What follows belongs to an exercise in optimizing a design on an open flow for small area, a short achievable clock period and few clock cycles; a production flow would make more cautious choices. For this run, only the layout was checked, not whether the RTL still works. Power and IR drop assume default switching activity.

File: design/flow/constraint.sdc
create_clock -name core_clock -period 5.0 [get_ports {CLK}]
set_input_delay 1.0000 -clock core_clock [delete_from_list [all_inputs] [get_ports {CLK}]]
set_output_delay 1.0000 -clock core_clock [all_outputs]
set_load 0.01 [all_outputs]
File: design/flow/design.v
module JAM (
input CLK,
input RST,
output reg [2:0] W,
output reg [2:0] J,
input [6:0] Cost,
output reg [3:0] MatchCount,
output reg [9:0] MinCost,
output reg Valid );
function [1:0] cmp8;
  input [7:0] p;
  input [7:0] q;
  reg [7:0] x, g;
  reg l;
  integer k;
  begin
    x = p ^ q;
    g = ~p & q;
    l = 1'b0;
    for (k = 0; k < 8; k = k + 1) l = g[k] | (~x[k] & l);
    cmp8 = {l, ~|x};
  end
endfunction
function [1:0] cmp9;
  input [8:0] p;
  input [8:0] q;
  reg [8:0] x, g;
  reg l;
  integer k;
  begin
    x = p ^ q;
    g = ~p & q;
    l = 1'b0;
    for (k = 0; k < 9; k = k + 1) l = g[k] | (~x[k] & l);
    cmp9 = {l, ~|x};
  end
endfunction
function [1:0] cmp10;
  input [9:0] p;
  input [9:0] q;
  reg [9:0] x, g;
  reg l;
  integer k;
  begin
    x = p ^ q;
    g = ~p & q;
    l = 1'b0;
    for (k = 0; k < 10; k = k + 1) l = g[k] | (~x[k] & l);
    cmp10 = {l, ~|x};
  end
endfunction
function [3:0] mul16;
  input [3:0] a;
  input [3:0] b;
  begin
    case ({a, b})
      8'd0: mul16 = 4'd0;
      8'd1: mul16 = 4'd0;
      8'd2: mul16 = 4'd0;
      8'd3: mul16 = 4'd0;
      8'd4: mul16 = 4'd0;
      8'd5: mul16 = 4'd0;
      8'd6: mul16 = 4'd0;
      8'd7: mul16 = 4'd0;
      8'd8: mul16 = 4'd0;
      8'd9: mul16 = 4'd0;
      8'd10: mul16 = 4'd0;
      8'd11: mul16 = 4'd0;
      8'd12: mul16 = 4'd0;
      8'd13: mul16 = 4'd0;
      8'd14: mul16 = 4'd0;
      8'd15: mul16 = 4'd0;
      8'd16: mul16 = 4'd0;
      8'd17: mul16 = 4'd1;
      8'd18: mul16 = 4'd2;
      8'd19: mul16 = 4'd3;
      8'd20: mul16 = 4'd4;
      8'd21: mul16 = 4'd5;
      8'd22: mul16 = 4'd6;
      8'd23: mul16 = 4'd7;
      8'd24: mul16 = 4'd8;
      8'd25: mul16 = 4'd9;
      8'd26: mul16 = 4'd10;
      8'd27: mul16 = 4'd11;
      8'd28: mul16 = 4'd12;
      8'd29: mul16 = 4'd13;
      8'd30: mul16 = 4'd14;
      8'd31: mul16 = 4'd15;
      8'd32: mul16 = 4'd0;
      8'd33: mul16 = 4'd2;
      8'd34: mul16 = 4'd4;
      8'd35: mul16 = 4'd6;
      8'd36: mul16 = 4'd8;
      8'd37: mul16 = 4'd10;
      8'd38: mul16 = 4'd12;
      8'd39: mul16 = 4'd14;
      8'd40: mul16 = 4'd0;
      8'd41: mul16 = 4'd2;
      8'd42: mul16 = 4'd4;
      8'd43: mul16 = 4'd6;
      8'd44: mul16 = 4'd8;
      8'd45: mul16 = 4'd10;
      8'd46: mul16 = 4'd12;
      8'd47: mul16 = 4'd14;
      8'd48: mul16 = 4'd0;
      8'd49: mul16 = 4'd3;
      8'd50: mul16 = 4'd6;
      8'd51: mul16 = 4'd9;
      8'd52: mul16 = 4'd12;
      8'd53: mul16 = 4'd15;
      8'd54: mul16 = 4'd2;
      8'd55: mul16 = 4'd5;
      8'd56: mul16 = 4'd8;
      8'd57: mul16 = 4'd11;
      8'd58: mul16 = 4'd14;
      8'd59: mul16 = 4'd1;
      8'd60: mul16 = 4'd4;
      8'd61: mul16 = 4'd7;
      8'd62: mul16 = 4'd10;
      8'd63: mul16 = 4'd13;
      8'd64: mul16 = 4'd0;
      8'd65: mul16 = 4'd4;
      8'd66: mul16 = 4'd8;
      8'd67: mul16 = 4'd12;
      8'd68: mul16 = 4'd0;
      8'd69: mul16 = 4'd4;
      8'd70: mul16 = 4'd8;
      8'd71: mul16 = 4'd12;
      8'd72: mul16 = 4'd0;
      8'd73: mul16 = 4'd4;
      8'd74: mul16 = 4'd8;
      8'd75: mul16 = 4'd12;
      8'd76: mul16 = 4'd0;
      8'd77: mul16 = 4'd4;
      8'd78: mul16 = 4'd8;
      8'd79: mul16 = 4'd12;
      8'd80: mul16 = 4'd0;
      8'd81: mul16 = 4'd5;
      8'd82: mul16 = 4'd10;
      8'd83: mul16 = 4'd15;
      8'd84: mul16 = 4'd4;
      8'd85: mul16 = 4'd9;
      8'd86: mul16 = 4'd14;
      8'd87: mul16 = 4'd3;
      8'd88: mul16 = 4'd8;
      8'd89: mul16 = 4'd13;
      8'd90: mul16 = 4'd2;
      8'd91: mul16 = 4'd7;
      8'd92: mul16 = 4'd12;
      8'd93: mul16 = 4'd1;
      8'd94: mul16 = 4'd6;
      8'd95: mul16 = 4'd11;
      8'd96: mul16 = 4'd0;
      8'd97: mul16 = 4'd6;
      8'd98: mul16 = 4'd12;
      8'd99: mul16 = 4'd2;
      8'd100: mul16 = 4'd8;
      8'd101: mul16 = 4'd14;
      8'd102: mul16 = 4'd4;
      8'd103: mul16 = 4'd10;
      8'd104: mul16 = 4'd0;
      8'd105: mul16 = 4'd6;
      8'd106: mul16 = 4'd12;
      8'd107: mul16 = 4'd2;
      8'd108: mul16 = 4'd8;
      8'd109: mul16 = 4'd14;
      8'd110: mul16 = 4'd4;
      8'd111: mul16 = 4'd10;
      8'd112: mul16 = 4'd0;
      8'd113: mul16 = 4'd7;
      8'd114: mul16 = 4'd14;
      8'd115: mul16 = 4'd5;
      8'd116: mul16 = 4'd12;
      8'd117: mul16 = 4'd3;
      8'd118: mul16 = 4'd10;
      8'd119: mul16 = 4'd1;
      8'd120: mul16 = 4'd8;
      8'd121: mul16 = 4'd15;
      8'd122: mul16 = 4'd6;
      8'd123: mul16 = 4'd13;
      8'd124: mul16 = 4'd4;
      8'd125: mul16 = 4'd11;
      8'd126: mul16 = 4'd2;
      8'd127: mul16 = 4'd9;
      8'd128: mul16 = 4'd0;
      8'd129: mul16 = 4'd8;
      8'd130: mul16 = 4'd0;
      8'd131: mul16 = 4'd8;
      8'd132: mul16 = 4'd0;
      8'd133: mul16 = 4'd8;
      8'd134: mul16 = 4'd0;
      8'd135: mul16 = 4'd8;
      8'd136: mul16 = 4'd0;
      8'd137: mul16 = 4'd8;
      8'd138: mul16 = 4'd0;
      8'd139: mul16 = 4'd8;
      8'd140: mul16 = 4'd0;
      8'd141: mul16 = 4'd8;
      8'd142: mul16 = 4'd0;
      8'd143: mul16 = 4'd8;
      8'd144: mul16 = 4'd0;
      8'd145: mul16 = 4'd9;
      8'd146: mul16 = 4'd2;
      8'd147: mul16 = 4'd11;
      8'd148: mul16 = 4'd4;
      8'd149: mul16 = 4'd13;
      8'd150: mul16 = 4'd6;
      8'd151: mul16 = 4'd15;
      8'd152: mul16 = 4'd8;
      8'd153: mul16 = 4'd1;
      8'd154: mul16 = 4'd10;
      8'd155: mul16 = 4'd3;
      8'd156: mul16 = 4'd12;
      8'd157: mul16 = 4'd5;
      8'd158: mul16 = 4'd14;
      8'd159: mul16 = 4'd7;
      8'd160: mul16 = 4'd0;
      8'd161: mul16 = 4'd10;
      8'd162: mul16 = 4'd4;
      8'd163: mul16 = 4'd14;
      8'd164: mul16 = 4'd8;
      8'd165: mul16 = 4'd2;
      8'd166: mul16 = 4'd12;
      8'd167: mul16 = 4'd6;
      8'd168: mul16 = 4'd0;
      8'd169: mul16 = 4'd10;
      8'd170: mul16 = 4'd4;
      8'd171: mul16 = 4'd14;
      8'd172: mul16 = 4'd8;
      8'd173: mul16 = 4'd2;
      8'd174: mul16 = 4'd12;
      8'd175: mul16 = 4'd6;
      8'd176: mul16 = 4'd0;
      8'd177: mul16 = 4'd11;
      8'd178: mul16 = 4'd6;
      8'd179: mul16 = 4'd1;
      8'd180: mul16 = 4'd12;
      8'd181: mul16 = 4'd7;
      8'd182: mul16 = 4'd2;
      8'd183: mul16 = 4'd13;
      8'd184: mul16 = 4'd8;
      8'd185: mul16 = 4'd3;
      8'd186: mul16 = 4'd14;
      8'd187: mul16 = 4'd9;
      8'd188: mul16 = 4'd4;
      8'd189: mul16 = 4'd15;
      8'd190: mul16 = 4'd10;
      8'd191: mul16 = 4'd5;
      8'd192: mul16 = 4'd0;
      8'd193: mul16 = 4'd12;
      8'd194: mul16 = 4'd8;
      8'd195: mul16 = 4'd4;
      8'd196: mul16 = 4'd0;
      8'd197: mul16 = 4'd12;
      8'd198: mul16 = 4'd8;
      8'd199: mul16 = 4'd4;
      8'd200: mul16 = 4'd0;
      8'd201: mul16 = 4'd12;
      8'd202: mul16 = 4'd8;
      8'd203: mul16 = 4'd4;
      8'd204: mul16 = 4'd0;
      8'd205: mul16 = 4'd12;
      8'd206: mul16 = 4'd8;
      8'd207: mul16 = 4'd4;
      8'd208: mul16 = 4'd0;
      8'd209: mul16 = 4'd13;
      8'd210: mul16 = 4'd10;
      8'd211: mul16 = 4'd7;
      8'd212: mul16 = 4'd4;
      8'd213: mul16 = 4'd1;
      8'd214: mul16 = 4'd14;
      8'd215: mul16 = 4'd11;
      8'd216: mul16 = 4'd8;
      8'd217: mul16 = 4'd5;
      8'd218: mul16 = 4'd2;
      8'd219: mul16 = 4'd15;
      8'd220: mul16 = 4'd12;
      8'd221: mul16 = 4'd9;
      8'd222: mul16 = 4'd6;
      8'd223: mul16 = 4'd3;
      8'd224: mul16 = 4'd0;
      8'd225: mul16 = 4'd14;
      8'd226: mul16 = 4'd12;
      8'd227: mul16 = 4'd10;
      8'd228: mul16 = 4'd8;
      8'd229: mul16 = 4'd6;
      8'd230: mul16 = 4'd4;
      8'd231: mul16 = 4'd2;
      8'd232: mul16 = 4'd0;
      8'd233: mul16 = 4'd14;
      8'd234: mul16 = 4'd12;
      8'd235: mul16 = 4'd10;
      8'd236: mul16 = 4'd8;
      8'd237: mul16 = 4'd6;
      8'd238: mul16 = 4'd4;
      8'd239: mul16 = 4'd2;
      8'd240: mul16 = 4'd0;
      8'd241: mul16 = 4'd15;
      8'd242: mul16 = 4'd14;
      8'd243: mul16 = 4'd13;
      8'd244: mul16 = 4'd12;
      8'd245: mul16 = 4'd11;
      8'd246: mul16 = 4'd10;
      8'd247: mul16 = 4'd9;
      8'd248: mul16 = 4'd8;
      8'd249: mul16 = 4'd7;
      8'd250: mul16 = 4'd6;
      8'd251: mul16 = 4'd5;
      8'd252: mul16 = 4'd4;
      8'd253: mul16 = 4'd3;
      8'd254: mul16 = 4'd2;
      8'd255: mul16 = 4'd1;
      default: mul16 = 4'd0;
    endcase
  end
endfunction
reg [7:0] cnt;
wire reading = (cnt[7:6] == 2'd0);
always @(posedge CLK or posedge RST)
  if (RST) cnt <= 8'd0;
  else if (cnt != 8'd255) cnt <= cnt + 8'd1;
wire [7:0] cntn = cnt + 8'd1;
reg [2:0] wnext;
always @(*) begin
  case (cntn[5:3])
    3'd0: wnext = 3'd0;
    3'd1: wnext = 3'd4;
    3'd2: wnext = 3'd1;
    3'd3: wnext = 3'd5;
    3'd4: wnext = 3'd2;
    3'd5: wnext = 3'd6;
    3'd6: wnext = 3'd3;
    3'd7: wnext = 3'd7;
    default: wnext = 3'd0;
  endcase
end
reg [2:0] Wi;    
always @(posedge CLK or posedge RST)
  if (RST) Wi <= 3'd0;
  else Wi <= wnext;
always @(posedge CLK) begin
  W <= RST ? 3'd0 : wnext;
  J <= RST ? 3'd0 : cntn[2:0];
end
reg [6:0] R0_0, R0_1, R0_2, R0_3, R0_4, R0_5, R0_6, R0_7;
reg [6:0] R1_0, R1_1, R1_2, R1_3, R1_4, R1_5, R1_6, R1_7;
reg [6:0] R2_0, R2_1, R2_2, R2_3, R2_4, R2_5, R2_6, R2_7;
reg [6:0] R3_0, R3_1, R3_2, R3_3, R3_4, R3_5, R3_6, R3_7;
reg [6:0] R4_0, R4_1, R4_2, R4_3, R4_4, R4_5, R4_6, R4_7;
reg [6:0] R5_0, R5_1, R5_2, R5_3, R5_4, R5_5, R5_6, R5_7;
reg [6:0] R6_0, R6_1, R6_2, R6_3, R6_4, R6_5, R6_6, R6_7;
reg [6:0] R7_0, R7_1, R7_2, R7_3, R7_4, R7_5, R7_6, R7_7;
always @(posedge CLK) begin
  R0_0 <= R0_1;
  R0_1 <= R0_2;
  R0_2 <= R0_3;
  R0_3 <= R0_4;
  R0_5 <= R0_6;
  R0_6 <= R0_7;
  R0_7 <= R0_0;
  R0_4 <= (reading && Wi == 3'd0) ? Cost : R0_5;
  R1_0 <= R1_1;
  R1_1 <= R1_2;
  R1_2 <= R1_3;
  R1_3 <= R1_4;
  R1_5 <= R1_6;
  R1_6 <= R1_7;
  R1_7 <= R1_0;
  R1_4 <= (reading && Wi == 3'd1) ? Cost : R1_5;
  R2_0 <= R2_1;
  R2_1 <= R2_2;
  R2_2 <= R2_3;
  R2_3 <= R2_4;
  R2_5 <= R2_6;
  R2_6 <= R2_7;
  R2_7 <= R2_0;
  R2_4 <= (reading && Wi == 3'd2) ? Cost : R2_5;
  R3_0 <= R3_1;
  R3_1 <= R3_2;
  R3_2 <= R3_3;
  R3_3 <= R3_4;
  R3_5 <= R3_6;
  R3_6 <= R3_7;
  R3_7 <= R3_0;
  R3_4 <= (reading && Wi == 3'd3) ? Cost : R3_5;
  R4_0 <= R4_1;
  R4_1 <= R4_2;
  R4_2 <= R4_3;
  R4_3 <= R4_4;
  R4_5 <= R4_6;
  R4_6 <= R4_7;
  R4_7 <= R4_0;
  R4_4 <= (reading && Wi == 3'd4) ? Cost : R4_5;
  R5_0 <= R5_1;
  R5_1 <= R5_2;
  R5_2 <= R5_3;
  R5_3 <= R5_4;
  R5_5 <= R5_6;
  R5_6 <= R5_7;
  R5_7 <= R5_0;
  R5_4 <= (reading && Wi == 3'd5) ? Cost : R5_5;
  R6_0 <= R6_1;
  R6_1 <= R6_2;
  R6_2 <= R6_3;
  R6_3 <= R6_4;
  R6_5 <= R6_6;
  R6_6 <= R6_7;
  R6_7 <= R6_0;
  R6_4 <= (reading && Wi == 3'd6) ? Cost : R6_5;
  R7_0 <= R7_1;
  R7_1 <= R7_2;
  R7_2 <= R7_3;
  R7_3 <= R7_4;
  R7_5 <= R7_6;
  R7_6 <= R7_7;
  R7_7 <= R7_0;
  R7_4 <= (reading && Wi == 3'd7) ? Cost : R7_5;
end
wire ev0 = (cnt >= 8'd57) && (cnt < 8'd127);
wire last0 = (cnt == 8'd126);
wire first0 = (cnt == 8'd57);
reg [7:1] ev, lst, fst;
always @(posedge CLK or posedge RST)
  if (RST) begin ev <= 7'd0; lst <= 7'd0; fst <= 7'd0; end
  else begin ev <= {ev[6:1], ev0}; lst <= {lst[6:1], last0}; fst <= {fst[6:1], first0}; end
wire [7:0] kn = cntn - 8'd56;
reg [3:0] patn;
always @(*) begin
  case (kn)
    8'd0: patn = 4'd0;
    8'd1: patn = 4'd0;
    8'd2: patn = 4'd0;
    8'd3: patn = 4'd0;
    8'd4: patn = 4'd0;
    8'd5: patn = 4'd0;
    8'd6: patn = 4'd0;
    8'd7: patn = 4'd0;
    8'd8: patn = 4'd1;
    8'd9: patn = 4'd1;
    8'd10: patn = 4'd1;
    8'd11: patn = 4'd1;
    8'd12: patn = 4'd1;
    8'd13: patn = 4'd1;
    8'd14: patn = 4'd1;
    8'd15: patn = 4'd1;
    8'd16: patn = 4'd2;
    8'd17: patn = 4'd2;
    8'd18: patn = 4'd2;
    8'd19: patn = 4'd2;
    8'd20: patn = 4'd2;
    8'd21: patn = 4'd2;
    8'd22: patn = 4'd2;
    8'd23: patn = 4'd2;
    8'd24: patn = 4'd3;
    8'd25: patn = 4'd3;
    8'd26: patn = 4'd3;
    8'd27: patn = 4'd3;
    8'd28: patn = 4'd3;
    8'd29: patn = 4'd3;
    8'd30: patn = 4'd3;
    8'd31: patn = 4'd3;
    8'd32: patn = 4'd4;
    8'd33: patn = 4'd4;
    8'd34: patn = 4'd4;
    8'd35: patn = 4'd4;
    8'd36: patn = 4'd4;
    8'd37: patn = 4'd4;
    8'd38: patn = 4'd4;
    8'd39: patn = 4'd4;
    8'd40: patn = 4'd5;
    8'd41: patn = 4'd5;
    8'd42: patn = 4'd5;
    8'd43: patn = 4'd5;
    8'd44: patn = 4'd5;
    8'd45: patn = 4'd5;
    8'd46: patn = 4'd5;
    8'd47: patn = 4'd5;
    8'd48: patn = 4'd6;
    8'd49: patn = 4'd6;
    8'd50: patn = 4'd6;
    8'd51: patn = 4'd6;
    8'd52: patn = 4'd6;
    8'd53: patn = 4'd6;
    8'd54: patn = 4'd6;
    8'd55: patn = 4'd6;
    8'd56: patn = 4'd7;
    8'd57: patn = 4'd7;
    8'd58: patn = 4'd7;
    8'd59: patn = 4'd7;
    8'd60: patn = 4'd7;
    8'd61: patn = 4'd7;
    8'd62: patn = 4'd7;
    8'd63: patn = 4'd7;
    8'd64: patn = 4'd8;
    8'd65: patn = 4'd8;
    8'd66: patn = 4'd8;
    8'd67: patn = 4'd8;
    8'd68: patn = 4'd9;
    8'd69: patn = 4'd9;
    default: patn = 4'd0;
  endcase
end
reg [3:0] patD0, patD1, patD2, patD3, patD4;
always @(posedge CLK) begin
  patD0 <= patn;
  patD1 <= patD0;
  patD2 <= patD1;
  patD3 <= patD2;
  patD4 <= patD3;
end
wire [6:0] X0_0 = R0_0;
wire [6:0] X1_0 = R1_0;
reg selT1_1_0;
always @(posedge CLK) selT1_1_0 <= patD0 == 4'd0 || patD0 == 4'd2 || patD0 == 4'd3 || patD0 == 4'd4 || patD0 == 4'd7 || patD0 == 4'd8;
reg selT1_2_0;
always @(posedge CLK) selT1_2_0 <= patD0 == 4'd9;
reg selT1_5_0;
always @(posedge CLK) selT1_5_0 <= patD0 == 4'd1 || patD0 == 4'd5 || patD0 == 4'd6;
wire [6:0] X0_1 = ({7{selT1_1_0}} & R0_1) | ({7{selT1_2_0}} & R0_2) | ({7{selT1_5_0}} & R0_5);
wire [6:0] X1_1 = ({7{selT1_1_0}} & R1_1) | ({7{selT1_2_0}} & R1_2) | ({7{selT1_5_0}} & R1_5);
reg selT2_2_0;
always @(posedge CLK) selT2_2_0 <= patD0 == 4'd0 || patD0 == 4'd2 || patD0 == 4'd3 || patD0 == 4'd5 || patD0 == 4'd6;
reg selT2_4_0;
always @(posedge CLK) selT2_4_0 <= patD0 == 4'd1 || patD0 == 4'd4 || patD0 == 4'd7 || patD0 == 4'd8 || patD0 == 4'd9;
wire [6:0] X0_2 = ({7{selT2_2_0}} & R0_2) | ({7{selT2_4_0}} & R0_4);
wire [6:0] X1_2 = ({7{selT2_2_0}} & R1_2) | ({7{selT2_4_0}} & R1_4);
reg selT3_3_0;
always @(posedge CLK) selT3_3_0 <= patD0 == 4'd0 || patD0 == 4'd4 || patD0 == 4'd6;
reg selT3_5_0;
always @(posedge CLK) selT3_5_0 <= patD0 == 4'd2 || patD0 == 4'd8;
reg selT3_6_0;
always @(posedge CLK) selT3_6_0 <= patD0 == 4'd1 || patD0 == 4'd3 || patD0 == 4'd5 || patD0 == 4'd7 || patD0 == 4'd9;
wire [6:0] X0_3 = ({7{selT3_3_0}} & R0_3) | ({7{selT3_5_0}} & R0_5) | ({7{selT3_6_0}} & R0_6);
wire [6:0] X1_3 = ({7{selT3_3_0}} & R1_3) | ({7{selT3_5_0}} & R1_5) | ({7{selT3_6_0}} & R1_6);
wire [6:0] X2_0 = R2_6;
reg [6:0] X2_1; reg [6:0] X2_1_d;
always @(*) begin
  case (patD2)
    4'd0: X2_1_d = R2_0;
    4'd1: X2_1_d = R2_4;
    4'd2: X2_1_d = R2_0;
    4'd3: X2_1_d = R2_0;
    4'd4: X2_1_d = R2_0;
    4'd5: X2_1_d = R2_4;
    4'd6: X2_1_d = R2_4;
    4'd7: X2_1_d = R2_0;
    4'd8: X2_1_d = R2_0;
    4'd9: X2_1_d = R2_1;
    default: X2_1_d = R2_0;
  endcase
end
always @(posedge CLK) X2_1 <= X2_1_d;
reg [6:0] X2_2; reg [6:0] X2_2_d;
always @(*) begin
  case (patD2)
    4'd0: X2_2_d = R2_1;
    4'd1: X2_2_d = R2_3;
    4'd2: X2_2_d = R2_1;
    4'd3: X2_2_d = R2_1;
    4'd4: X2_2_d = R2_3;
    4'd5: X2_2_d = R2_1;
    4'd6: X2_2_d = R2_1;
    4'd7: X2_2_d = R2_3;
    4'd8: X2_2_d = R2_3;
    4'd9: X2_2_d = R2_3;
    default: X2_2_d = R2_1;
  endcase
end
always @(posedge CLK) X2_2 <= X2_2_d;
reg [6:0] X2_3; reg [6:0] X2_3_d;
always @(*) begin
  case (patD2)
    4'd0: X2_3_d = R2_2;
    4'd1: X2_3_d = R2_5;
    4'd2: X2_3_d = R2_4;
    4'd3: X2_3_d = R2_5;
    4'd4: X2_3_d = R2_2;
    4'd5: X2_3_d = R2_5;
    4'd6: X2_3_d = R2_2;
    4'd7: X2_3_d = R2_5;
    4'd8: X2_3_d = R2_4;
    4'd9: X2_3_d = R2_5;
    default: X2_3_d = R2_2;
  endcase
end
always @(posedge CLK) X2_3 <= X2_3_d;
wire [6:0] X3_0 = R3_4;
reg [6:0] X3_1; reg [6:0] X3_1_d;
always @(*) begin
  case (patD4)
    4'd0: X3_1_d = R3_6;
    4'd1: X3_1_d = R3_2;
    4'd2: X3_1_d = R3_6;
    4'd3: X3_1_d = R3_6;
    4'd4: X3_1_d = R3_6;
    4'd5: X3_1_d = R3_2;
    4'd6: X3_1_d = R3_2;
    4'd7: X3_1_d = R3_6;
    4'd8: X3_1_d = R3_6;
    4'd9: X3_1_d = R3_7;
    default: X3_1_d = R3_6;
  endcase
end
always @(posedge CLK) X3_1 <= X3_1_d;
reg [6:0] X3_2; reg [6:0] X3_2_d;
always @(*) begin
  case (patD4)
    4'd0: X3_2_d = R3_7;
    4'd1: X3_2_d = R3_1;
    4'd2: X3_2_d = R3_7;
    4'd3: X3_2_d = R3_7;
    4'd4: X3_2_d = R3_1;
    4'd5: X3_2_d = R3_7;
    4'd6: X3_2_d = R3_7;
    4'd7: X3_2_d = R3_1;
    4'd8: X3_2_d = R3_1;
    4'd9: X3_2_d = R3_1;
    default: X3_2_d = R3_7;
  endcase
end
always @(posedge CLK) X3_2 <= X3_2_d;
reg [6:0] X3_3; reg [6:0] X3_3_d;
always @(*) begin
  case (patD4)
    4'd0: X3_3_d = R3_0;
    4'd1: X3_3_d = R3_3;
    4'd2: X3_3_d = R3_2;
    4'd3: X3_3_d = R3_3;
    4'd4: X3_3_d = R3_0;
    4'd5: X3_3_d = R3_3;
    4'd6: X3_3_d = R3_0;
    4'd7: X3_3_d = R3_3;
    4'd8: X3_3_d = R3_2;
    4'd9: X3_3_d = R3_3;
    default: X3_3_d = R3_0;
  endcase
end
always @(posedge CLK) X3_3 <= X3_3_d;
reg [7:0] TS_01_1, TS_01_2;
reg [7:0] TS_02_1, TS_02_2;
reg [7:0] TS_03_1, TS_03_2;
reg [7:0] TS_12_1, TS_12_2;
reg [7:0] TS_13_1, TS_13_2;
reg [7:0] TS_23_1, TS_23_2;
always @(posedge CLK) begin
  TS_01_1 <= X0_0 + X1_1;
  TS_01_2 <= X0_1 + X1_0;
  TS_02_1 <= X0_0 + X1_2;
  TS_02_2 <= X0_2 + X1_0;
  TS_03_1 <= X0_0 + X1_3;
  TS_03_2 <= X0_3 + X1_0;
  TS_12_1 <= X0_1 + X1_2;
  TS_12_2 <= X0_2 + X1_1;
  TS_13_1 <= X0_1 + X1_3;
  TS_13_2 <= X0_3 + X1_1;
  TS_23_1 <= X0_2 + X1_3;
  TS_23_2 <= X0_3 + X1_2;
end
wire [1:0] TP_01_c = cmp8(TS_01_1, TS_01_2);
reg [7:0] TP_01; reg TP_01_e;
wire [1:0] TP_02_c = cmp8(TS_02_1, TS_02_2);
reg [7:0] TP_02; reg TP_02_e;
wire [1:0] TP_03_c = cmp8(TS_03_1, TS_03_2);
reg [7:0] TP_03; reg TP_03_e;
wire [1:0] TP_12_c = cmp8(TS_12_1, TS_12_2);
reg [7:0] TP_12; reg TP_12_e;
wire [1:0] TP_13_c = cmp8(TS_13_1, TS_13_2);
reg [7:0] TP_13; reg TP_13_e;
wire [1:0] TP_23_c = cmp8(TS_23_1, TS_23_2);
reg [7:0] TP_23; reg TP_23_e;
always @(posedge CLK) begin
  TP_01 <= TP_01_c[1] ? TS_01_1 : TS_01_2;
  TP_01_e <= TP_01_c[0];
  TP_02 <= TP_02_c[1] ? TS_02_1 : TS_02_2;
  TP_02_e <= TP_02_c[0];
  TP_03 <= TP_03_c[1] ? TS_03_1 : TS_03_2;
  TP_03_e <= TP_03_c[0];
  TP_12 <= TP_12_c[1] ? TS_12_1 : TS_12_2;
  TP_12_e <= TP_12_c[0];
  TP_13 <= TP_13_c[1] ? TS_13_1 : TS_13_2;
  TP_13_e <= TP_13_c[0];
  TP_23 <= TP_23_c[1] ? TS_23_1 : TS_23_2;
  TP_23_e <= TP_23_c[0];
end
reg [5:0] TE2, TE3;
always @(posedge CLK) begin
  TE2 <= {TP_23_e, TP_13_e, TP_12_e, TP_03_e, TP_02_e, TP_01_e};
  TE3 <= TE2;
end
reg [8:0] TU3_012_0, TU3_012_1, TU3_012_2;
reg [8:0] TU3_013_0, TU3_013_1, TU3_013_3;
reg [8:0] TU3_023_0, TU3_023_2, TU3_023_3;
reg [8:0] TU3_123_1, TU3_123_2, TU3_123_3;
always @(posedge CLK) begin
  TU3_012_0 <= {1'b0, TP_12} + {2'b0, X2_0};
  TU3_012_1 <= {1'b0, TP_02} + {2'b0, X2_1};
  TU3_012_2 <= {1'b0, TP_01} + {2'b0, X2_2};
  TU3_013_0 <= {1'b0, TP_13} + {2'b0, X2_0};
  TU3_013_1 <= {1'b0, TP_03} + {2'b0, X2_1};
  TU3_013_3 <= {1'b0, TP_01} + {2'b0, X2_3};
  TU3_023_0 <= {1'b0, TP_23} + {2'b0, X2_0};
  TU3_023_2 <= {1'b0, TP_03} + {2'b0, X2_2};
  TU3_023_3 <= {1'b0, TP_02} + {2'b0, X2_3};
  TU3_123_1 <= {1'b0, TP_23} + {2'b0, X2_1};
  TU3_123_2 <= {1'b0, TP_13} + {2'b0, X2_2};
  TU3_123_3 <= {1'b0, TP_12} + {2'b0, X2_3};
end
wire [1:0] TF3_012_c01 = cmp9(TU3_012_0, TU3_012_1);
wire [1:0] TF3_012_c02 = cmp9(TU3_012_0, TU3_012_2);
wire [1:0] TF3_012_c12 = cmp9(TU3_012_1, TU3_012_2);
wire TF3_012_m0 = ~(~TF3_012_c01[1] & ~TF3_012_c01[0]) & ~(~TF3_012_c02[1] & ~TF3_012_c02[0]);
wire TF3_012_m1 = ~TF3_012_c01[1] & ~(~TF3_012_c12[1] & ~TF3_012_c12[0]);
wire TF3_012_m2 = ~TF3_012_c02[1] & ~TF3_012_c12[1];
reg [8:0] TV3_012; reg [2:0] TM3_012;
always @(posedge CLK) begin
  TV3_012 <= ({9{TF3_012_m0}} & TU3_012_0) | ({9{TF3_012_m1}} & TU3_012_1) | ({9{TF3_012_m2}} & TU3_012_2);
  TM3_012 <= {TF3_012_m2, TF3_012_m1, TF3_012_m0};
end
wire [1:0] TF3_013_c01 = cmp9(TU3_013_0, TU3_013_1);
wire [1:0] TF3_013_c02 = cmp9(TU3_013_0, TU3_013_3);
wire [1:0] TF3_013_c12 = cmp9(TU3_013_1, TU3_013_3);
wire TF3_013_m0 = ~(~TF3_013_c01[1] & ~TF3_013_c01[0]) & ~(~TF3_013_c02[1] & ~TF3_013_c02[0]);
wire TF3_013_m1 = ~TF3_013_c01[1] & ~(~TF3_013_c12[1] & ~TF3_013_c12[0]);
wire TF3_013_m2 = ~TF3_013_c02[1] & ~TF3_013_c12[1];
reg [8:0] TV3_013; reg [2:0] TM3_013;
always @(posedge CLK) begin
  TV3_013 <= ({9{TF3_013_m0}} & TU3_013_0) | ({9{TF3_013_m1}} & TU3_013_1) | ({9{TF3_013_m2}} & TU3_013_3);
  TM3_013 <= {TF3_013_m2, TF3_013_m1, TF3_013_m0};
end
wire [1:0] TF3_023_c01 = cmp9(TU3_023_0, TU3_023_2);
wire [1:0] TF3_023_c02 = cmp9(TU3_023_0, TU3_023_3);
wire [1:0] TF3_023_c12 = cmp9(TU3_023_2, TU3_023_3);
wire TF3_023_m0 = ~(~TF3_023_c01[1] & ~TF3_023_c01[0]) & ~(~TF3_023_c02[1] & ~TF3_023_c02[0]);
wire TF3_023_m1 = ~TF3_023_c01[1] & ~(~TF3_023_c12[1] & ~TF3_023_c12[0]);
wire TF3_023_m2 = ~TF3_023_c02[1] & ~TF3_023_c12[1];
reg [8:0] TV3_023; reg [2:0] TM3_023;
always @(posedge CLK) begin
  TV3_023 <= ({9{TF3_023_m0}} & TU3_023_0) | ({9{TF3_023_m1}} & TU3_023_2) | ({9{TF3_023_m2}} & TU3_023_3);
  TM3_023 <= {TF3_023_m2, TF3_023_m1, TF3_023_m0};
end
wire [1:0] TF3_123_c01 = cmp9(TU3_123_1, TU3_123_2);
wire [1:0] TF3_123_c02 = cmp9(TU3_123_1, TU3_123_3);
wire [1:0] TF3_123_c12 = cmp9(TU3_123_2, TU3_123_3);
wire TF3_123_m0 = ~(~TF3_123_c01[1] & ~TF3_123_c01[0]) & ~(~TF3_123_c02[1] & ~TF3_123_c02[0]);
wire TF3_123_m1 = ~TF3_123_c01[1] & ~(~TF3_123_c12[1] & ~TF3_123_c12[0]);
wire TF3_123_m2 = ~TF3_123_c02[1] & ~TF3_123_c12[1];
reg [8:0] TV3_123; reg [2:0] TM3_123;
always @(posedge CLK) begin
  TV3_123 <= ({9{TF3_123_m0}} & TU3_123_1) | ({9{TF3_123_m1}} & TU3_123_2) | ({9{TF3_123_m2}} & TU3_123_3);
  TM3_123 <= {TF3_123_m2, TF3_123_m1, TF3_123_m0};
end
reg [8:0] TU4_0, TU4_1, TU4_2, TU4_3;
reg [2:0] TN3_0, TN3_1, TN3_2, TN3_3;
always @(posedge CLK) begin
  TU4_0 <= TV3_123 + {2'b0, X3_0};    
  TN3_0 <= ({3{TM3_123[0]}} & {1'b0, TE3[5], ~TE3[5]}) + ({3{TM3_123[1]}} & {1'b0, TE3[4], ~TE3[4]}) + ({3{TM3_123[2]}} & {1'b0, TE3[3], ~TE3[3]});
  TU4_1 <= TV3_023 + {2'b0, X3_1};    
  TN3_1 <= ({3{TM3_023[0]}} & {1'b0, TE3[5], ~TE3[5]}) + ({3{TM3_023[1]}} & {1'b0, TE3[2], ~TE3[2]}) + ({3{TM3_023[2]}} & {1'b0, TE3[1], ~TE3[1]});
  TU4_2 <= TV3_013 + {2'b0, X3_2};    
  TN3_2 <= ({3{TM3_013[0]}} & {1'b0, TE3[4], ~TE3[4]}) + ({3{TM3_013[1]}} & {1'b0, TE3[2], ~TE3[2]}) + ({3{TM3_013[2]}} & {1'b0, TE3[0], ~TE3[0]});
  TU4_3 <= TV3_012 + {2'b0, X3_3};    
  TN3_3 <= ({3{TM3_012[0]}} & {1'b0, TE3[3], ~TE3[3]}) + ({3{TM3_012[1]}} & {1'b0, TE3[1], ~TE3[1]}) + ({3{TM3_012[2]}} & {1'b0, TE3[0], ~TE3[0]});
end
wire [1:0] TF4_c01 = cmp9(TU4_0, TU4_1);
wire [1:0] TF4_c02 = cmp9(TU4_0, TU4_2);
wire [1:0] TF4_c03 = cmp9(TU4_0, TU4_3);
wire [1:0] TF4_c12 = cmp9(TU4_1, TU4_2);
wire [1:0] TF4_c13 = cmp9(TU4_1, TU4_3);
wire [1:0] TF4_c23 = cmp9(TU4_2, TU4_3);
wire TF4_m0 = ~(~TF4_c01[1] & ~TF4_c01[0]) & ~(~TF4_c02[1] & ~TF4_c02[0]) & ~(~TF4_c03[1] & ~TF4_c03[0]);
wire TF4_m1 = ~TF4_c01[1] & ~(~TF4_c12[1] & ~TF4_c12[0]) & ~(~TF4_c13[1] & ~TF4_c13[0]);
wire TF4_m2 = ~TF4_c02[1] & ~TF4_c12[1] & ~(~TF4_c23[1] & ~TF4_c23[0]);
wire TF4_m3 = ~TF4_c03[1] & ~TF4_c13[1] & ~TF4_c23[1];
wire [3:0] TN01 = {1'b0, TN3_0} + {1'b0, TN3_1};
wire [3:0] TN23 = {1'b0, TN3_2} + {1'b0, TN3_3};
reg [8:0] TV4; reg [3:0] TCA, TCB;    
always @(posedge CLK) begin
  TV4 <= ({9{TF4_m0}} & TU4_0) | ({9{TF4_m1}} & TU4_1) | ({9{TF4_m2}} & TU4_2) | ({9{TF4_m3}} & TU4_3);
  TCA <= (TF4_m0 & TF4_m1) ? TN01 : TF4_m0 ? {1'b0, TN3_0} : TF4_m1 ? {1'b0, TN3_1} : 4'd0;
  TCB <= (TF4_m2 & TF4_m3) ? TN23 : TF4_m2 ? {1'b0, TN3_2} : TF4_m3 ? {1'b0, TN3_3} : 4'd0;
end
reg selB0_2_0;
always @(posedge CLK) selB0_2_0 <= patD0 == 4'd1 || patD0 == 4'd4 || patD0 == 4'd7 || patD0 == 4'd8;
reg selB0_4_0;
always @(posedge CLK) selB0_4_0 <= patD0 == 4'd0 || patD0 == 4'd2 || patD0 == 4'd3 || patD0 == 4'd5 || patD0 == 4'd6;
reg selB0_5_0;
always @(posedge CLK) selB0_5_0 <= patD0 == 4'd9;
wire [6:0] X4_0 = ({7{selB0_2_0}} & R4_2) | ({7{selB0_4_0}} & R4_4) | ({7{selB0_5_0}} & R4_5);
wire [6:0] X5_0 = ({7{selB0_2_0}} & R5_2) | ({7{selB0_4_0}} & R5_4) | ({7{selB0_5_0}} & R5_5);
reg selB1_1_0;
always @(posedge CLK) selB1_1_0 <= patD0 == 4'd1 || patD0 == 4'd5 || patD0 == 4'd6 || patD0 == 4'd9;
reg selB1_3_0;
always @(posedge CLK) selB1_3_0 <= patD0 == 4'd2 || patD0 == 4'd8;
reg selB1_5_0;
always @(posedge CLK) selB1_5_0 <= patD0 == 4'd0 || patD0 == 4'd3 || patD0 == 4'd4 || patD0 == 4'd7;
wire [6:0] X4_1 = ({7{selB1_1_0}} & R4_1) | ({7{selB1_3_0}} & R4_3) | ({7{selB1_5_0}} & R4_5);
wire [6:0] X5_1 = ({7{selB1_1_0}} & R5_1) | ({7{selB1_3_0}} & R5_3) | ({7{selB1_5_0}} & R5_5);
wire [6:0] X4_2 = R4_7;
wire [6:0] X5_2 = R5_7;
reg selB3_3_0;
always @(posedge CLK) selB3_3_0 <= patD0 == 4'd1 || patD0 == 4'd3 || patD0 == 4'd5 || patD0 == 4'd7 || patD0 == 4'd9;
reg selB3_6_0;
always @(posedge CLK) selB3_6_0 <= patD0 == 4'd0 || patD0 == 4'd2 || patD0 == 4'd4 || patD0 == 4'd6 || patD0 == 4'd8;
wire [6:0] X4_3 = ({7{selB3_3_0}} & R4_3) | ({7{selB3_6_0}} & R4_6);
wire [6:0] X5_3 = ({7{selB3_3_0}} & R5_3) | ({7{selB3_6_0}} & R5_6);
reg [6:0] X6_0; reg [6:0] X6_0_d;
always @(*) begin
  case (patD2)
    4'd0: X6_0_d = R6_3;
    4'd1: X6_0_d = R6_1;
    4'd2: X6_0_d = R6_3;
    4'd3: X6_0_d = R6_3;
    4'd4: X6_0_d = R6_1;
    4'd5: X6_0_d = R6_3;
    4'd6: X6_0_d = R6_3;
    4'd7: X6_0_d = R6_1;
    4'd8: X6_0_d = R6_1;
    4'd9: X6_0_d = R6_4;
    default: X6_0_d = R6_3;
  endcase
end
always @(posedge CLK) X6_0 <= X6_0_d;
reg [6:0] X6_1; reg [6:0] X6_1_d;
always @(*) begin
  case (patD2)
    4'd0: X6_1_d = R6_4;
    4'd1: X6_1_d = R6_0;
    4'd2: X6_1_d = R6_2;
    4'd3: X6_1_d = R6_4;
    4'd4: X6_1_d = R6_4;
    4'd5: X6_1_d = R6_0;
    4'd6: X6_1_d = R6_0;
    4'd7: X6_1_d = R6_4;
    4'd8: X6_1_d = R6_2;
    4'd9: X6_1_d = R6_0;
    default: X6_1_d = R6_4;
  endcase
end
always @(posedge CLK) X6_1 <= X6_1_d;
wire [6:0] X6_2 = R6_5;
reg [6:0] X6_3; reg [6:0] X6_3_d;
always @(*) begin
  case (patD2)
    4'd0: X6_3_d = R6_5;
    4'd1: X6_3_d = R6_2;
    4'd2: X6_3_d = R6_5;
    4'd3: X6_3_d = R6_2;
    4'd4: X6_3_d = R6_5;
    4'd5: X6_3_d = R6_2;
    4'd6: X6_3_d = R6_5;
    4'd7: X6_3_d = R6_2;
    4'd8: X6_3_d = R6_5;
    4'd9: X6_3_d = R6_2;
    default: X6_3_d = R6_5;
  endcase
end
always @(posedge CLK) X6_3 <= X6_3_d;
reg [6:0] X7_0; reg [6:0] X7_0_d;
always @(*) begin
  case (patD4)
    4'd0: X7_0_d = R7_1;
    4'd1: X7_0_d = R7_7;
    4'd2: X7_0_d = R7_1;
    4'd3: X7_0_d = R7_1;
    4'd4: X7_0_d = R7_7;
    4'd5: X7_0_d = R7_1;
    4'd6: X7_0_d = R7_1;
    4'd7: X7_0_d = R7_7;
    4'd8: X7_0_d = R7_7;
    4'd9: X7_0_d = R7_2;
    default: X7_0_d = R7_1;
  endcase
end
always @(posedge CLK) X7_0 <= X7_0_d;
reg [6:0] X7_1; reg [6:0] X7_1_d;
always @(*) begin
  case (patD4)
    4'd0: X7_1_d = R7_2;
    4'd1: X7_1_d = R7_6;
    4'd2: X7_1_d = R7_0;
    4'd3: X7_1_d = R7_2;
    4'd4: X7_1_d = R7_2;
    4'd5: X7_1_d = R7_6;
    4'd6: X7_1_d = R7_6;
    4'd7: X7_1_d = R7_2;
    4'd8: X7_1_d = R7_0;
    4'd9: X7_1_d = R7_6;
    default: X7_1_d = R7_2;
  endcase
end
always @(posedge CLK) X7_1 <= X7_1_d;
wire [6:0] X7_2 = R7_3;
reg [6:0] X7_3; reg [6:0] X7_3_d;
always @(*) begin
  case (patD4)
    4'd0: X7_3_d = R7_3;
    4'd1: X7_3_d = R7_0;
    4'd2: X7_3_d = R7_3;
    4'd3: X7_3_d = R7_0;
    4'd4: X7_3_d = R7_3;
    4'd5: X7_3_d = R7_0;
    4'd6: X7_3_d = R7_3;
    4'd7: X7_3_d = R7_0;
    4'd8: X7_3_d = R7_3;
    4'd9: X7_3_d = R7_0;
    default: X7_3_d = R7_3;
  endcase
end
always @(posedge CLK) X7_3 <= X7_3_d;
reg [7:0] BS_01_1, BS_01_2;
reg [7:0] BS_02_1, BS_02_2;
reg [7:0] BS_03_1, BS_03_2;
reg [7:0] BS_12_1, BS_12_2;
reg [7:0] BS_13_1, BS_13_2;
reg [7:0] BS_23_1, BS_23_2;
always @(posedge CLK) begin
  BS_01_1 <= X4_0 + X5_1;
  BS_01_2 <= X4_1 + X5_0;
  BS_02_1 <= X4_0 + X5_2;
  BS_02_2 <= X4_2 + X5_0;
  BS_03_1 <= X4_0 + X5_3;
  BS_03_2 <= X4_3 + X5_0;
  BS_12_1 <= X4_1 + X5_2;
  BS_12_2 <= X4_2 + X5_1;
  BS_13_1 <= X4_1 + X5_3;
  BS_13_2 <= X4_3 + X5_1;
  BS_23_1 <= X4_2 + X5_3;
  BS_23_2 <= X4_3 + X5_2;
end
wire [1:0] BP_01_c = cmp8(BS_01_1, BS_01_2);
reg [7:0] BP_01; reg BP_01_e;
wire [1:0] BP_02_c = cmp8(BS_02_1, BS_02_2);
reg [7:0] BP_02; reg BP_02_e;
wire [1:0] BP_03_c = cmp8(BS_03_1, BS_03_2);
reg [7:0] BP_03; reg BP_03_e;
wire [1:0] BP_12_c = cmp8(BS_12_1, BS_12_2);
reg [7:0] BP_12; reg BP_12_e;
wire [1:0] BP_13_c = cmp8(BS_13_1, BS_13_2);
reg [7:0] BP_13; reg BP_13_e;
wire [1:0] BP_23_c = cmp8(BS_23_1, BS_23_2);
reg [7:0] BP_23; reg BP_23_e;
always @(posedge CLK) begin
  BP_01 <= BP_01_c[1] ? BS_01_1 : BS_01_2;
  BP_01_e <= BP_01_c[0];
  BP_02 <= BP_02_c[1] ? BS_02_1 : BS_02_2;
  BP_02_e <= BP_02_c[0];
  BP_03 <= BP_03_c[1] ? BS_03_1 : BS_03_2;
  BP_03_e <= BP_03_c[0];
  BP_12 <= BP_12_c[1] ? BS_12_1 : BS_12_2;
  BP_12_e <= BP_12_c[0];
  BP_13 <= BP_13_c[1] ? BS_13_1 : BS_13_2;
  BP_13_e <= BP_13_c[0];
  BP_23 <= BP_23_c[1] ? BS_23_1 : BS_23_2;
  BP_23_e <= BP_23_c[0];
end
reg [5:0] BE2, BE3;
always @(posedge CLK) begin
  BE2 <= {BP_23_e, BP_13_e, BP_12_e, BP_03_e, BP_02_e, BP_01_e};
  BE3 <= BE2;
end
reg [8:0] BU3_012_0, BU3_012_1, BU3_012_2;
reg [8:0] BU3_013_0, BU3_013_1, BU3_013_3;
reg [8:0] BU3_023_0, BU3_023_2, BU3_023_3;
reg [8:0] BU3_123_1, BU3_123_2, BU3_123_3;
always @(posedge CLK) begin
  BU3_012_0 <= {1'b0, BP_12} + {2'b0, X6_0};
  BU3_012_1 <= {1'b0, BP_02} + {2'b0, X6_1};
  BU3_012_2 <= {1'b0, BP_01} + {2'b0, X6_2};
  BU3_013_0 <= {1'b0, BP_13} + {2'b0, X6_0};
  BU3_013_1 <= {1'b0, BP_03} + {2'b0, X6_1};
  BU3_013_3 <= {1'b0, BP_01} + {2'b0, X6_3};
  BU3_023_0 <= {1'b0, BP_23} + {2'b0, X6_0};
  BU3_023_2 <= {1'b0, BP_03} + {2'b0, X6_2};
  BU3_023_3 <= {1'b0, BP_02} + {2'b0, X6_3};
  BU3_123_1 <= {1'b0, BP_23} + {2'b0, X6_1};
  BU3_123_2 <= {1'b0, BP_13} + {2'b0, X6_2};
  BU3_123_3 <= {1'b0, BP_12} + {2'b0, X6_3};
end
wire [1:0] BF3_012_c01 = cmp9(BU3_012_0, BU3_012_1);
wire [1:0] BF3_012_c02 = cmp9(BU3_012_0, BU3_012_2);
wire [1:0] BF3_012_c12 = cmp9(BU3_012_1, BU3_012_2);
wire BF3_012_m0 = ~(~BF3_012_c01[1] & ~BF3_012_c01[0]) & ~(~BF3_012_c02[1] & ~BF3_012_c02[0]);
wire BF3_012_m1 = ~BF3_012_c01[1] & ~(~BF3_012_c12[1] & ~BF3_012_c12[0]);
wire BF3_012_m2 = ~BF3_012_c02[1] & ~BF3_012_c12[1];
reg [8:0] BV3_012; reg [2:0] BM3_012;
always @(posedge CLK) begin
  BV3_012 <= ({9{BF3_012_m0}} & BU3_012_0) | ({9{BF3_012_m1}} & BU3_012_1) | ({9{BF3_012_m2}} & BU3_012_2);
  BM3_012 <= {BF3_012_m2, BF3_012_m1, BF3_012_m0};
end
wire [1:0] BF3_013_c01 = cmp9(BU3_013_0, BU3_013_1);
wire [1:0] BF3_013_c02 = cmp9(BU3_013_0, BU3_013_3);
wire [1:0] BF3_013_c12 = cmp9(BU3_013_1, BU3_013_3);
wire BF3_013_m0 = ~(~BF3_013_c01[1] & ~BF3_013_c01[0]) & ~(~BF3_013_c02[1] & ~BF3_013_c02[0]);
wire BF3_013_m1 = ~BF3_013_c01[1] & ~(~BF3_013_c12[1] & ~BF3_013_c12[0]);
wire BF3_013_m2 = ~BF3_013_c02[1] & ~BF3_013_c12[1];
reg [8:0] BV3_013; reg [2:0] BM3_013;
always @(posedge CLK) begin
  BV3_013 <= ({9{BF3_013_m0}} & BU3_013_0) | ({9{BF3_013_m1}} & BU3_013_1) | ({9{BF3_013_m2}} & BU3_013_3);
  BM3_013 <= {BF3_013_m2, BF3_013_m1, BF3_013_m0};
end
wire [1:0] BF3_023_c01 = cmp9(BU3_023_0, BU3_023_2);
wire [1:0] BF3_023_c02 = cmp9(BU3_023_0, BU3_023_3);
wire [1:0] BF3_023_c12 = cmp9(BU3_023_2, BU3_023_3);
wire BF3_023_m0 = ~(~BF3_023_c01[1] & ~BF3_023_c01[0]) & ~(~BF3_023_c02[1] & ~BF3_023_c02[0]);
wire BF3_023_m1 = ~BF3_023_c01[1] & ~(~BF3_023_c12[1] & ~BF3_023_c12[0]);
wire BF3_023_m2 = ~BF3_023_c02[1] & ~BF3_023_c12[1];
reg [8:0] BV3_023; reg [2:0] BM3_023;
always @(posedge CLK) begin
  BV3_023 <= ({9{BF3_023_m0}} & BU3_023_0) | ({9{BF3_023_m1}} & BU3_023_2) | ({9{BF3_023_m2}} & BU3_023_3);
  BM3_023 <= {BF3_023_m2, BF3_023_m1, BF3_023_m0};
end
wire [1:0] BF3_123_c01 = cmp9(BU3_123_1, BU3_123_2);
wire [1:0] BF3_123_c02 = cmp9(BU3_123_1, BU3_123_3);
wire [1:0] BF3_123_c12 = cmp9(BU3_123_2, BU3_123_3);
wire BF3_123_m0 = ~(~BF3_123_c01[1] & ~BF3_123_c01[0]) & ~(~BF3_123_c02[1] & ~BF3_123_c02[0]);
wire BF3_123_m1 = ~BF3_123_c01[1] & ~(~BF3_123_c12[1] & ~BF3_123_c12[0]);
wire BF3_123_m2 = ~BF3_123_c02[1] & ~BF3_123_c12[1];
reg [8:0] BV3_123; reg [2:0] BM3_123;
always @(posedge CLK) begin
  BV3_123 <= ({9{BF3_123_m0}} & BU3_123_1) | ({9{BF3_123_m1}} & BU3_123_2) | ({9{BF3_123_m2}} & BU3_123_3);
  BM3_123 <= {BF3_123_m2, BF3_123_m1, BF3_123_m0};
end
reg [8:0] BU4_0, BU4_1, BU4_2, BU4_3;
reg [2:0] BN3_0, BN3_1, BN3_2, BN3_3;
always @(posedge CLK) begin
  BU4_0 <= BV3_123 + {2'b0, X7_0};    
  BN3_0 <= ({3{BM3_123[0]}} & {1'b0, BE3[5], ~BE3[5]}) + ({3{BM3_123[1]}} & {1'b0, BE3[4], ~BE3[4]}) + ({3{BM3_123[2]}} & {1'b0, BE3[3], ~BE3[3]});
  BU4_1 <= BV3_023 + {2'b0, X7_1};    
  BN3_1 <= ({3{BM3_023[0]}} & {1'b0, BE3[5], ~BE3[5]}) + ({3{BM3_023[1]}} & {1'b0, BE3[2], ~BE3[2]}) + ({3{BM3_023[2]}} & {1'b0, BE3[1], ~BE3[1]});
  BU4_2 <= BV3_013 + {2'b0, X7_2};    
  BN3_2 <= ({3{BM3_013[0]}} & {1'b0, BE3[4], ~BE3[4]}) + ({3{BM3_013[1]}} & {1'b0, BE3[2], ~BE3[2]}) + ({3{BM3_013[2]}} & {1'b0, BE3[0], ~BE3[0]});
  BU4_3 <= BV3_012 + {2'b0, X7_3};    
  BN3_3 <= ({3{BM3_012[0]}} & {1'b0, BE3[3], ~BE3[3]}) + ({3{BM3_012[1]}} & {1'b0, BE3[1], ~BE3[1]}) + ({3{BM3_012[2]}} & {1'b0, BE3[0], ~BE3[0]});
end
wire [1:0] BF4_c01 = cmp9(BU4_0, BU4_1);
wire [1:0] BF4_c02 = cmp9(BU4_0, BU4_2);
wire [1:0] BF4_c03 = cmp9(BU4_0, BU4_3);
wire [1:0] BF4_c12 = cmp9(BU4_1, BU4_2);
wire [1:0] BF4_c13 = cmp9(BU4_1, BU4_3);
wire [1:0] BF4_c23 = cmp9(BU4_2, BU4_3);
wire BF4_m0 = ~(~BF4_c01[1] & ~BF4_c01[0]) & ~(~BF4_c02[1] & ~BF4_c02[0]) & ~(~BF4_c03[1] & ~BF4_c03[0]);
wire BF4_m1 = ~BF4_c01[1] & ~(~BF4_c12[1] & ~BF4_c12[0]) & ~(~BF4_c13[1] & ~BF4_c13[0]);
wire BF4_m2 = ~BF4_c02[1] & ~BF4_c12[1] & ~(~BF4_c23[1] & ~BF4_c23[0]);
wire BF4_m3 = ~BF4_c03[1] & ~BF4_c13[1] & ~BF4_c23[1];
wire [3:0] BN01 = {1'b0, BN3_0} + {1'b0, BN3_1};
wire [3:0] BN23 = {1'b0, BN3_2} + {1'b0, BN3_3};
reg [8:0] BV4; reg [3:0] BCA, BCB;    
always @(posedge CLK) begin
  BV4 <= ({9{BF4_m0}} & BU4_0) | ({9{BF4_m1}} & BU4_1) | ({9{BF4_m2}} & BU4_2) | ({9{BF4_m3}} & BU4_3);
  BCA <= (BF4_m0 & BF4_m1) ? BN01 : BF4_m0 ? {1'b0, BN3_0} : BF4_m1 ? {1'b0, BN3_1} : 4'd0;
  BCB <= (BF4_m2 & BF4_m3) ? BN23 : BF4_m2 ? {1'b0, BN3_2} : BF4_m3 ? {1'b0, BN3_3} : 4'd0;
end
wire [3:0] Fn = TCA + TCB;
wire [3:0] Gn = BCA + BCB;
reg [9:0] tot; reg [3:0] totn;
always @(posedge CLK) begin
  tot <= {1'b0, TV4} + {1'b0, BV4};
  totn <= mul16(Fn, Gn);
end
reg [9:0] mc; reg [3:0] mn;
wire [1:0] tc = cmp10(tot, mc);
wire ld = fst[7] || (ev[7] && tc[1]);
wire acc = ev[7] && tc[0];
wire [9:0] mc_n = ld ? tot : mc;
wire [3:0] mn_n = ld ? totn : acc ? mn + totn : mn;
always @(posedge CLK) begin
  mc <= mc_n; mn <= mn_n;
  if (ld) MinCost <= tot;
  if (ld) MatchCount <= totn; else if (acc) MatchCount <= MatchCount + totn;
  Valid <= RST ? 1'b0 : (Valid | lst[7]);
end
endmodule
File: design/flow/run.sh
#!/bin/bash
# synth_recipe.tcl (not shown) runs the flow's synth.tcl, then flattens the netlist and writes it again
# the make line also repeats each setting of config.mk as NAME=value (left out here)
make -C /OpenROAD-flow-scripts/flow DESIGN_CONFIG=/design/flow/config.mk WORK_HOME=/design/flow/orfs CLKGATE_MAP_FILE= SYNTH_SCRIPT=/design/flow/synth_recipe.tcl finish
File: design/flow/config.mk
export PLATFORM = sky130hd
export DESIGN_NAME = JAM
export DESIGN_NICKNAME = JAM
export VERILOG_FILES = /design/flow/design.v
export SDC_FILE = /design/flow/constraint.sdc
export NUM_CORES = 4
export LEC_CHECK = 0
export CAP_MARGIN = 20
export CORE_MARGIN = 2
export CORE_UTILIZATION = 40
export SETUP_SLACK_MARGIN = 2.5
export SLEW_MARGIN = 20
export TNS_END_PERCENT = 100
==> flow_summary_export.csv <==
group,metric,value,unit
cts,cts_htree_levels,4,
timing,fmax,0.3875,GHz
route,firstDrtPassIters,8,
cts,clk_pin_slew,0.06,ns
synthesis,synth_warnings,1,
final_layout,multi_input_area,32370,µm²
die,dieArea,157900,µm²
global_route,grt.total_usage,20.94,%
final_layout,num-fill-cells,14130,
die,std_cell_rows,144,
global_route,grt_start_max_net_pins,20,
run,cap_violations,0,
cts,cts_tree,"built",
synthesis,synth_area_leaders,"dfxtp_1 44%, ha_1 18%, inv_1 4.1%",
synthesis,syn_inst,5851,
timing,maxSlewHeadroom,30.33,%
die,die_x,397.3,µm
timing,final_hold_viol_count,0,
synthesis,yosys-top-cells-count,"1,351 x dfxtp_1, 884 x ha_1, 681 x inv_1, 346 x nand2_1, 330 x a21oi_1",
synthesis,ys_seq_area_share,45.68,%
timing,rsz0062_at_grt,"yes",
placement,gp_congestion,0.9195,
timing,tightest_slew,1.042,ns
pwr,p_total,45500,µW
timing,whs,0.3189,ns
worst_hold_path,hold_path_class,"reg -> reg",
pwr,p_leak,0.03355,µW
cts,cts.path.max_buffers,3,
synthesis,synth-async-reset-ratio,2.291,%
synthesis,synthFlopType,"dfxtp_1",
route,drc,0,
route,vias,42510,
route,finalWirelength,168900,µm
timing,setup_tns,0,ns
critical_path,path_max_fanout,14,
die,core,153900,µm²
timing,fin_crit,2.580,ns
final_layout,layout-drive-gt1-share,14.24,%
critical_path,crit_type,"reg -> reg",
synthesis,syn_avg_cell_area,10.58,µm²
timing,final-setup-viol-count,0,
die,io_pins,30,
global_route,grt_pass1_wl,251100,µm
synthesis,yosys.area.top_type,"dfxtp_1",
placement,place.port_buffers,29,
synthesis,synth_top_area_share,43.70,%
synthesis,yosys_register_bits,1397,
final_layout,final-seq-area,28380,µm²
final_layout,final_nets,7073,
route,drt_iter0_markers,3137,
pwr,irDropWorstVdd,336.8,µV
cts,cts_buffers,145,
global_route,grt_pass1_vias,41440,
global_route,grt.overflow.total,0,
timing,fin_crit_sh,51.61,%
synthesis,synth_fp_nets,6824,
cts,hold_buffers,0,
die,die_h,397.3,µm
timing,slew_violations,0,
critical_path,arrival,3.24,ns
run_status,outcome,"finished clean",
route,wl_per_cell,20.44,µm
final_layout,stdcell_count,8263,
cts,cts_sinks,1397,
final_layout,largestRegisters,"mc x10, tot x10",
synthesis,ys_types,71,
final_layout,syn_to_final_growth,17.15,%
global_route,antenna_found_initial,16,
timing,finalClockSkew,0.04069,ns
critical_path,critical_path_required,5.66,ns
critical_path,critPathLaunchType,"register",
placement,dp.cells,7862,
final_layout,design_area,72500,µm²
die,start_util,40.22,%
cts,insertion_delay,0.79,ns
synthesis,synth-edff-count,14,
placement,dpl_cell_area,64640,µm²
route,ant_nets,0,
route,viasPerCell,5.144,
critical_path,end_kind,"register",
pwr,p_per_area,627.6,nW/µm²
cts,clock-root-buffer,"clkbuf_16",
critical_path,rrSetupSlack,2.42,ns
synthesis,post-synth-top-count-cell,"dfxtp_1",
placement,dp_hpwl,130900,µm
synthesis,syn_area,61890,µm²
==> where the power goes <==
group	switching (µW)	internal, µW
registers	2360	13700
logic	9810	8300
clock network	4680	6640
total	16800	28700
==> through the flow <==
| step | worst slack, ns | utilization [%] |
|---|---|---|
| floorplan | 2.509 | - |
| global placement | 1.719 | 42.00 |
| detailed placement | 1.619 | 42.01 |
| CTS | 2.413 | 46.09 |
| global route | 2.351 | 47.11 |
| finish | 2.420 | 47.12 |
==> kinds of logic (layout without fill, tap and decap cells) <==
kind of cell,count (synthesis),after routing,share of synthesized area (%)
AOI/OAI and AO/OA,1245,1253,13.66
xor gates and xnor gates,333,333,4.725
adders and majority gates,964,964,20.46
buffers and inverters,758,1115,4.618
DFF,1397,1397,45.68
muxes,178,178,3.227
other,0,3,0
and+or+nand+nor,976,976,7.632
==> cell type report <==
type | instances | share of cell area [%]
clock inverters | 70 | 1.495
clock buffers | 193 | 5.587
diodes | 3 | 0.01036
multi-input cells | 3704 | 44.65
repair buffers | 171 | 2.061
inverters | 681 | 3.533
flip-flops and latches | 1397 | 39.14
well taps | 2044 | 3.528
==> routing by layer <==
metal	vias up	share of wire, %	global-route usage, %
met5	-	0	0
met4	0	3.1	6.845
met3	262	5.5	3.076
met2	1135	45	33.31
met1	20230	46	29.11
li1	20880	-	-
==> worst max-delay path, cell delays in order, from the launching register on <==
cell	delay (ns)
dfxtp_4	0.34
buf_6	0.15
a222oi_1	0.45
inv_1	0.21
buf_4	0.18
ha_1	0.26
a21o_1	0.16
a21oi_2	0.14
o21bai_1	0.10
a21oi_2	0.18
nor2b_1	0.06
o21ai_0	0.15
nand2b_1	0.07
==> layout by cell type (no fill, tap or decap), types with 77 or more instances in the layout <==
master	count
ha_1	841
xnor2_1	235
nor2b_1	108
xor2_1	88
buf_4	122
clkbuf_16	147
a21o_1	175
a221o_1	77
nor2_1	169
o21ai_0	210
inv_1	657
nand2_1	346
a21oi_1	252
a222oi_1	77
dfxtp_1	1292
mux2_2	158
==> path summary, 6_finish.rpt <==
path                            from          to  depth (start not counted)
setup reg to reg           selT2_2_0  BS_02_2[7]                         12
min in group asynchronous        RST      lst[6]                          2
max in group asynchronous        RST      cnt[2]                          3
setup / recovery           selT2_2_0  BS_02_2[7]                         12
hold / removal               R7_4[3]     R7_3[3]                          0
hold reg to reg              R7_4[3]     R7_3[3]                          0
==> timing repair <==
item / in CTS / in global routing
gates resized for setup: 193 / 281
buffers inserted: 60 / 64
pin swaps: 49 / 173
gates cloned: 5 / 6
setup endpoints to repair: 260 / 176

-- port drivers added, routing unchanged --
No port has a modelled driver above. Below, the same layout with a new extraction and two added sets of constraints.
Step 1: set_driving_cell puts a clkbuf_16 on CLK and a buf_2 on each other input, an assumption about the parent block.
Step 2, shift: input delay + t, output delay - t, t = (earliest + latest rising clock arrival at the registers) / 2. This alone moves slack from input paths to output paths.
Three values: ideal ports, drivers, drivers and shift; two values: the first two.
t (ns): 0.845
setup slack, ns: 2.420 / 2.420 / 2.319
worst hold slack (ns): 0.319 / 0.319 / 0.319
pins driven straight from the clock port: 1
After both steps setup and hold are still met in this run. The setup slack of this run moves by 0.000 ns with the drivers and by -0.101 ns with both steps.
